Context: an optimization exercise on an open-source flow, tuned for small area. The choices shown serve that exercise and are no tape-out recipe. In this exercise RTL edits were held to simulation tests only and were not proved equivalent to the original. Power figures rest on the tool's default switching activity, not on a simulated workload.

==> v38 <==
// sdr_ctrl
module sdr_ctrl(
	input  wire clk,
	input  wire rst,
	input  wire        uart_rx,
	output wire        uart_tx,
	input  wire        stream_rx,
	output wire [31:0] fm_freq,
	output wire [31:0] am_freq,
	output wire [1:0]  chanel_am_fm,
	output wire        led1,
	output wire        z,
	output wire [31:0] sample_code,
	output wire [18:0] sram_a,
	output wire [15:0] sram_dout,
	input  wire [15:0] sram_din,
	output wire        sram_ce0,
	output wire        sram_we,
	output wire        sram_lb,
	output wire        sram_oe,
	output wire        sram_ub,
	input  wire        MISO_AT45,
	output wire        MOSI_AT45,
	output wire        SCLK_AT45,
	output wire        CS_AT45,
	input  wire [7:0]  flash_din,
	output wire        flash_fifo_rd,
	output wire        flash_write
);
Settings: LEC_CHECK=0, ABC_AREA=1, CAP_MARGIN=20, CORE_MARGIN=2, CORE_UTILIZATION=40, SLEW_MARGIN=20; clock period 10.0 ns.
standard.sh (not shown) runs the stock make flow with config.mk's settings and CLKGATE_MAP_FILE= SYNTH_SCRIPT=/design/flow/synth_recipe.tcl, a recipe that flattens the netlist after the stock synthesis.
==> flow/flow/run.sh <==
#!/bin/bash
# The standard layout (standard.sh) with these changes:
#  - synthesis maps logic with flow/area.abc (two rounds of strash; dc2;
#    dch -f; amap) instead of ORFS's abc script, and leaves adders to abc
#    (ADDER_MAP_FILE empty). Registers are mapped before abc, untouched;
#  - port buffers are sky130_fd_sc_hd__buf_1;
#  - clock tree synthesis uses CTS_ARGS below (clkbuf_8, no dummy loads).
# Every tool writes its log under orfs/logs as in the standard flow; this
# script's own output and make's go to run_sh.log.
set -euo pipefail
exec > run_sh.log 2>&1
W=$(pwd)
{
  echo 'proc abc {args} {'
  echo '  set i [lsearch -exact $args -script]'
  echo "  if { \$i >= 0 } { lset args [expr {\$i + 1}] $W/flow/area.abc }"
  echo '  yosys abc {*}$args'
  echo '}'
  cat synth_recipe.tcl
} > my_synth.tcl
sed -e "s#SYNTH_SCRIPT=[^ ]*synth_recipe.tcl#SYNTH_SCRIPT=$W/my_synth.tcl ADDER_MAP_FILE=#" standard.sh > my_standard.sh
grep -q "SYNTH_SCRIPT=$W/my_synth.tcl ADDER_MAP_FILE=" my_standard.sh
export BUFFER_PORTS_ARGS="-buffer_cell sky130_fd_sc_hd__buf_1"
export CTS_ARGS="-sink_clustering_enable -repair_clock_nets -dont_use_dummy_load -buf_list sky130_fd_sc_hd__clkbuf_8 -sink_clustering_size 18 -sink_clustering_max_diameter 60"
bash my_standard.sh
==> flow/flow/area.abc <==
strash
dc2
dch -f
amap
strash
dc2
dch -f
amap
==> v2 (differences from v38) <==
--- a/flow/design.v
+++ b/flow/design.v
@@ -68,12 +68,11 @@
 reg [3:0]  TxD_state;
 reg [10:0] Acc;              
 wire BitTick = Acc[10];
 assign TxD_busy = (TxD_state != 0);
 always @(posedge clk)
-if (rst) Acc <= 0;
-else if (TxD_busy) Acc <= Acc[9:0] + 11'd21;
+if (TxD_busy) Acc <= Acc[9:0] + 11'd21;
 else Acc <= 11'd21;
 always @(posedge clk)
 if (rst) TxD_state <= 0; else
 case (TxD_state)
 	4'b0000: if (TxD_start) TxD_state <= 4'b0100;
@@ -126,10 +125,11 @@
 	input  wire [7:0] c1,
 	input  wire [7:0] c2,
 	input  wire [7:0] c3,
 	input  wire [7:0] c4,
 	input  wire [7:0] c5,
+	input  wire       sum_ok,        
 	input  wire uart_busy
 );
 localparam K_NONE = 4'd0, K_F = 4'd1, K_A = 4'd2, K_Z = 4'd3, K_W = 4'd4, K_C = 4'd5,
            K_R = 4'd6, K_G = 4'd7, K_I = 4'd8, K_S = 4'd9;
 localparam M_OK = 3'd0, M_CRC = 3'd1, M_CMD = 3'd2, M_DATA = 3'd3, M_WR = 3'd4, M_ADR = 3'd5;
@@ -139,11 +139,10 @@
 		"r": kenc = K_R; "g": kenc = K_G; "i": kenc = K_I; "s": kenc = K_S;
 		default: kenc = K_NONE;
 	endcase
 endfunction
 reg clean;         
-reg [7:0] crc;
 reg [2:0] index;
 reg flag_start;
 reg flag_crc_ok;
 reg flag_send;
 reg [2:0] msg;
@@ -178,23 +177,21 @@
 		regim_sram <= 0;
 		tst <= 0;
 	end else if (flag_rcv) begin
 		if (start_seq) begin
 			clean <= !flag_start;
-			crc <= 0;
 			flag_start <= 1;
 			index <= 0;
 			flag_crc_ok <= 0;
 			msg <= M_OK;
 		end
 		if (flag_start) begin
 			index <= index + 1'd1;
-			if (index < 5) crc <= crc + c0;
 		end
 	end else if (flag_start && index == 3'd6) begin
 		flag_start <= 0;
-		if (crc == c0) flag_crc_ok <= 1;
+		if (sum_ok && !start_seq) flag_crc_ok <= 1;
 		else begin
 			msg <= M_CRC;
 			flag_send <= 1;
 		end
 	end else if (flag_crc_ok) begin
@@ -314,11 +311,12 @@
 	input  wire [7:0] c0,
 	input  wire [7:0] c1,
 	input  wire [7:0] c2,
 	input  wire [7:0] c3,
 	input  wire [7:0] c4,
-	input  wire [7:0] c5
+	input  wire [7:0] c5,
+	input  wire       sum_ok         
 );
 localparam K_NONE = 4'd0, K_9F = 4'd1, K_C7 = 4'd2, K_81 = 4'd3, K_D7 = 4'd4, K_E8 = 4'd5,
            K_D4 = 4'd6, K_D6 = 4'd7, K_83 = 4'd8, K_86 = 4'd9, K_84 = 4'd10, K_87 = 4'd11,
            K_82 = 4'd12, K_85 = 4'd13;
 localparam M_OK = 2'd0, M_CRC = 2'd1, M_CMD = 2'd2, M_NONE = 2'd3;
@@ -333,16 +331,14 @@
 	endcase
 endfunction
 reg flag_send2;
 reg msg2_full;
 always @(posedge clk)
-	if (rst) flag_send2 <= 0;
-	else flag_send2 <= rd || bff;
+	flag_send2 <= rd || bff;
 always @(posedge clk)
 	if (rd || bff) msg2_full <= !rd;
 reg clean;         
-reg [7:0] crc;
 reg [2:0] index;
 reg flag_start;
 reg flag_crc_ok;
 reg flag_send;
 reg [1:0] flag_error;
@@ -359,24 +355,22 @@
 		wr <= 0;
 		command_data <= K_NONE;
 	end else if (flag_rcv) begin
 		if (start_seq) begin
 			clean <= !flag_start;
-			crc <= 0;
 			flag_start <= 1;
 			index <= 0;
 			flag_crc_ok <= 0;
 			flag_error <= M_OK;
 			msg <= M_OK;
 		end
 		if (flag_start) begin
 			index <= index + 1'd1;
-			if (index < 5) crc <= crc + c0;
 		end
 	end else if (flag_start && index == 3'd6) begin
 		flag_start <= 0;
-		if (crc == c0) flag_crc_ok <= 1;
+		if (sum_ok && !start_seq) flag_crc_ok <= 1;
 		else begin
 			flag_error <= M_CRC;
 			flag_send <= 1;
 		end
 	end else if (flag_crc_ok) begin
@@ -711,11 +705,11 @@
 wire clk_sample;
 assign data = {{8{data_hi}}, data_lo};
 assign adr  = regim ? adr_sch_wr : adr_sch_rd;
 assign wr   = wr_reg;
 assign rd   = rd_reg;
-always @(posedge clk) if (rst) fnt2 <= 0; else fnt2 <= {fnt2[0], regim};
+always @(posedge clk) fnt2 <= {fnt2[0], regim};
 always @(posedge clk) if (rst) fnt1 <= 0; else fnt1 <= {fnt1[0], clk_sample};
 always @(posedge clk)
 	if (rst) begin
 		adr_sch_wr <= 0;
 		data_lo <= 0;
@@ -806,10 +800,12 @@
 	if (push) begin
 		c3 <= c2;
 		c4 <= c3;
 		c5 <= c4;
 	end
+wire [7:0] frame_sum = c5 + c4 + c3 + c2 + c1;
+wire sum_ok = (frame_sum == c0);
 wire send1, busy1, send2, busy2;
 wire [7:0] byte1, byte2;
 wire tx_uart1, tx_uart2;
 assign uart_tx = tx_uart1 & tx_uart2;
 async_transmitter tx1(.clk(clk), .rst(rst), .TxD_start(send1), .TxD_data(byte1), .TxD(tx_uart1), .TxD_busy(busy1));
@@ -826,11 +822,11 @@
 	.tx_data(byte1), .send(send1),
 	.fm_freq(fm_freq), .am_freq(am_freq), .switch(chanel_am_fm), .led1(led1),
 	.adr_sram(adr_sram_comp), .wdata_sram(data_sram_comp), .rdata_sram(data_sram_rd),
 	.sample_code(sample_code), .z(z), .wr(wr_comp), .rd(rd_comp), .tst(tst_comp),
 	.regim_sram(regim_reg),
-	.clk(clk), .rst(rst), .flag_rcv(flag_rcv), .c0(c0), .c1(c1), .c2(c2), .c3(c3), .c4(c4), .c5(c5), .uart_busy(busy1)
+	.clk(clk), .rst(rst), .flag_rcv(flag_rcv), .c0(c0), .c1(c1), .c2(c2), .c3(c3), .c4(c4), .c5(c5), .sum_ok(sum_ok), .uart_busy(busy1)
 );
 wire stream_ready;
 wire [7:0] stream_byte;
 async_receiver stream_rx_i(
 	.clk(clk), .rst(rst), .tick(os_tick), .RxD(stream_rx),
@@ -857,11 +853,11 @@
 wire uart_pause;
 control_flash cf1(
 	.tx_data(byte2), .send(send2), .uart_busy(busy2),
 	.command_data(command_to_spi), .wr(en_to_spi), .adr_flash(adr_to_spi),
 	.rddata_flash(data_from_spi), .bff(bufer_full), .rd(wr_from_spi), .pause(uart_pause),
-	.clk(clk), .rst(rst), .flag_rcv(flag_rcv), .c0(c0), .c1(c1), .c2(c2), .c3(c3), .c4(c4), .c5(c5)
+	.clk(clk), .rst(rst), .flag_rcv(flag_rcv), .c0(c0), .c1(c1), .c2(c2), .c3(c3), .c4(c4), .c5(c5), .sum_ok(sum_ok)
 );
 upr_at45db321 upr_at45db321_1(
 	.rst(rst), .clk(clk),
 	.command(command_to_spi), .en(en_to_spi), .adr_data(adr_to_spi),
 	.data_in(flash_din), .data_out(data_from_spi),
--- a/flow/flow/run.sh
+++ b/flow/flow/run.sh
@@ -1,10 +1,11 @@
 #!/bin/bash
 # The standard layout (standard.sh) with these changes:
-#  - synthesis maps logic with flow/area.abc (two rounds of strash; dc2;
-#    dch -f; amap) instead of ORFS's abc script, and leaves adders to abc
-#    (ADDER_MAP_FILE empty). Registers are mapped before abc, untouched;
+#  - synthesis optimizes and maps logic with flow/area.abc (two rounds of
+#    &deepsyn, dch -f, amap) instead of ORFS's abc script, and leaves
+#    adders to abc (ADDER_MAP_FILE empty). Registers are mapped before abc
+#    and are untouched;
 #  - port buffers are sky130_fd_sc_hd__buf_1;
 #  - clock tree synthesis uses CTS_ARGS below (clkbuf_8, no dummy loads).
 # Every tool writes its log under orfs/logs as in the standard flow; this
 # script's own output and make's go to run_sh.log.
 set -euo pipefail
==> flow/flow/area.abc (replaced) <==
strash
&get -n
&deepsyn -T 60
&put
dch -f
amap
strash
&get -n
&deepsyn -T 30
&put
dch -f
amap
--- a/flow/config.mk
+++ b/flow/config.mk
@@ -6,7 +6,7 @@
 export NUM_CORES = 4
 export LEC_CHECK = 0
 export ABC_AREA = 1
 export CAP_MARGIN = 20
 export CORE_MARGIN = 2
-export CORE_UTILIZATION = 40
+export CORE_UTILIZATION = 55
 export SLEW_MARGIN = 20
==> summary.txt <==
Part of the power in combinational logic: v38 0.077; v2 0.041
Power attributed to the clock group: v38 1.28 mW; v2 1.14 mW
Worst slack at placement: v38 5140 ps; v2 4640 ps
Post-route worst hold slack: v38 417 ps; v2 385 ps
Mean Syn Cell Area: v38 9.45 µm²; v2 9.68 µm²
Top fanout value on the critical path: v38 5; v2 7
Most frequent standard cell in the layout excluding fill and tap cells: v38 nor2_1; v2 dfxtp_1
Sum of met2 wire segment lengths after detailed routing: v38 34.9 mm; v2 29.6 mm
Instance count along the most critical hold path: v38 2; v2 0
Initial DRC count: v38 1,843; v2 1,423
Setup skew after layout: v38 91.5 ps; v2 56.1 ps
Post-synthesis instance total: v38 2,717; v2 2,481
Die Y-Extent: v38 257 µm; v2 213 µm
Status: v38 complete, no violations; v2 complete, no violations
Core region area: v38 0.0633 mm²; v2 0.0431 mm²
Met2 track demand over resource: v38 0.360; v2 0.452

-- afterwards: timing with drivers on the ports --
In the flow no input, the clock included, has a driving cell. The finished layouts below were timed again as built, in two steps.
Step 1 (the two cells are an assumption about what drives the block):
set clk [get_ports {clk}]
set_driving_cell -lib_cell sky130_fd_sc_hd__clkbuf_16 $clk
set_driving_cell -lib_cell sky130_fd_sc_hd__buf_2 [delete_from_list [all_inputs] $clk]
Step 2 also shifts input and output timing later by t, the mid clock arrival at the registers, as if the neighbouring blocks saw the same clock.
Slacks: ideal / step 1 / step 2; pairs: ideal / step 1.
run | t (ns) | slack for setup (ns) | hold WS [ns] | worst setup path at the end
v38 | 0.706 | 5.542 / 5.489 / 5.233 | 0.417 / 0.417 / 0.417 | input to register
v2 | 0.669 | 4.978 / 4.978 / 4.633 | 0.385 / 0.385 / 0.385 | input to register
After both steps every run listed still meets setup and hold. For v2, which loses most, drivers alone change the setup slack by 0.000 ns; drivers and shift together by -0.345 ns.
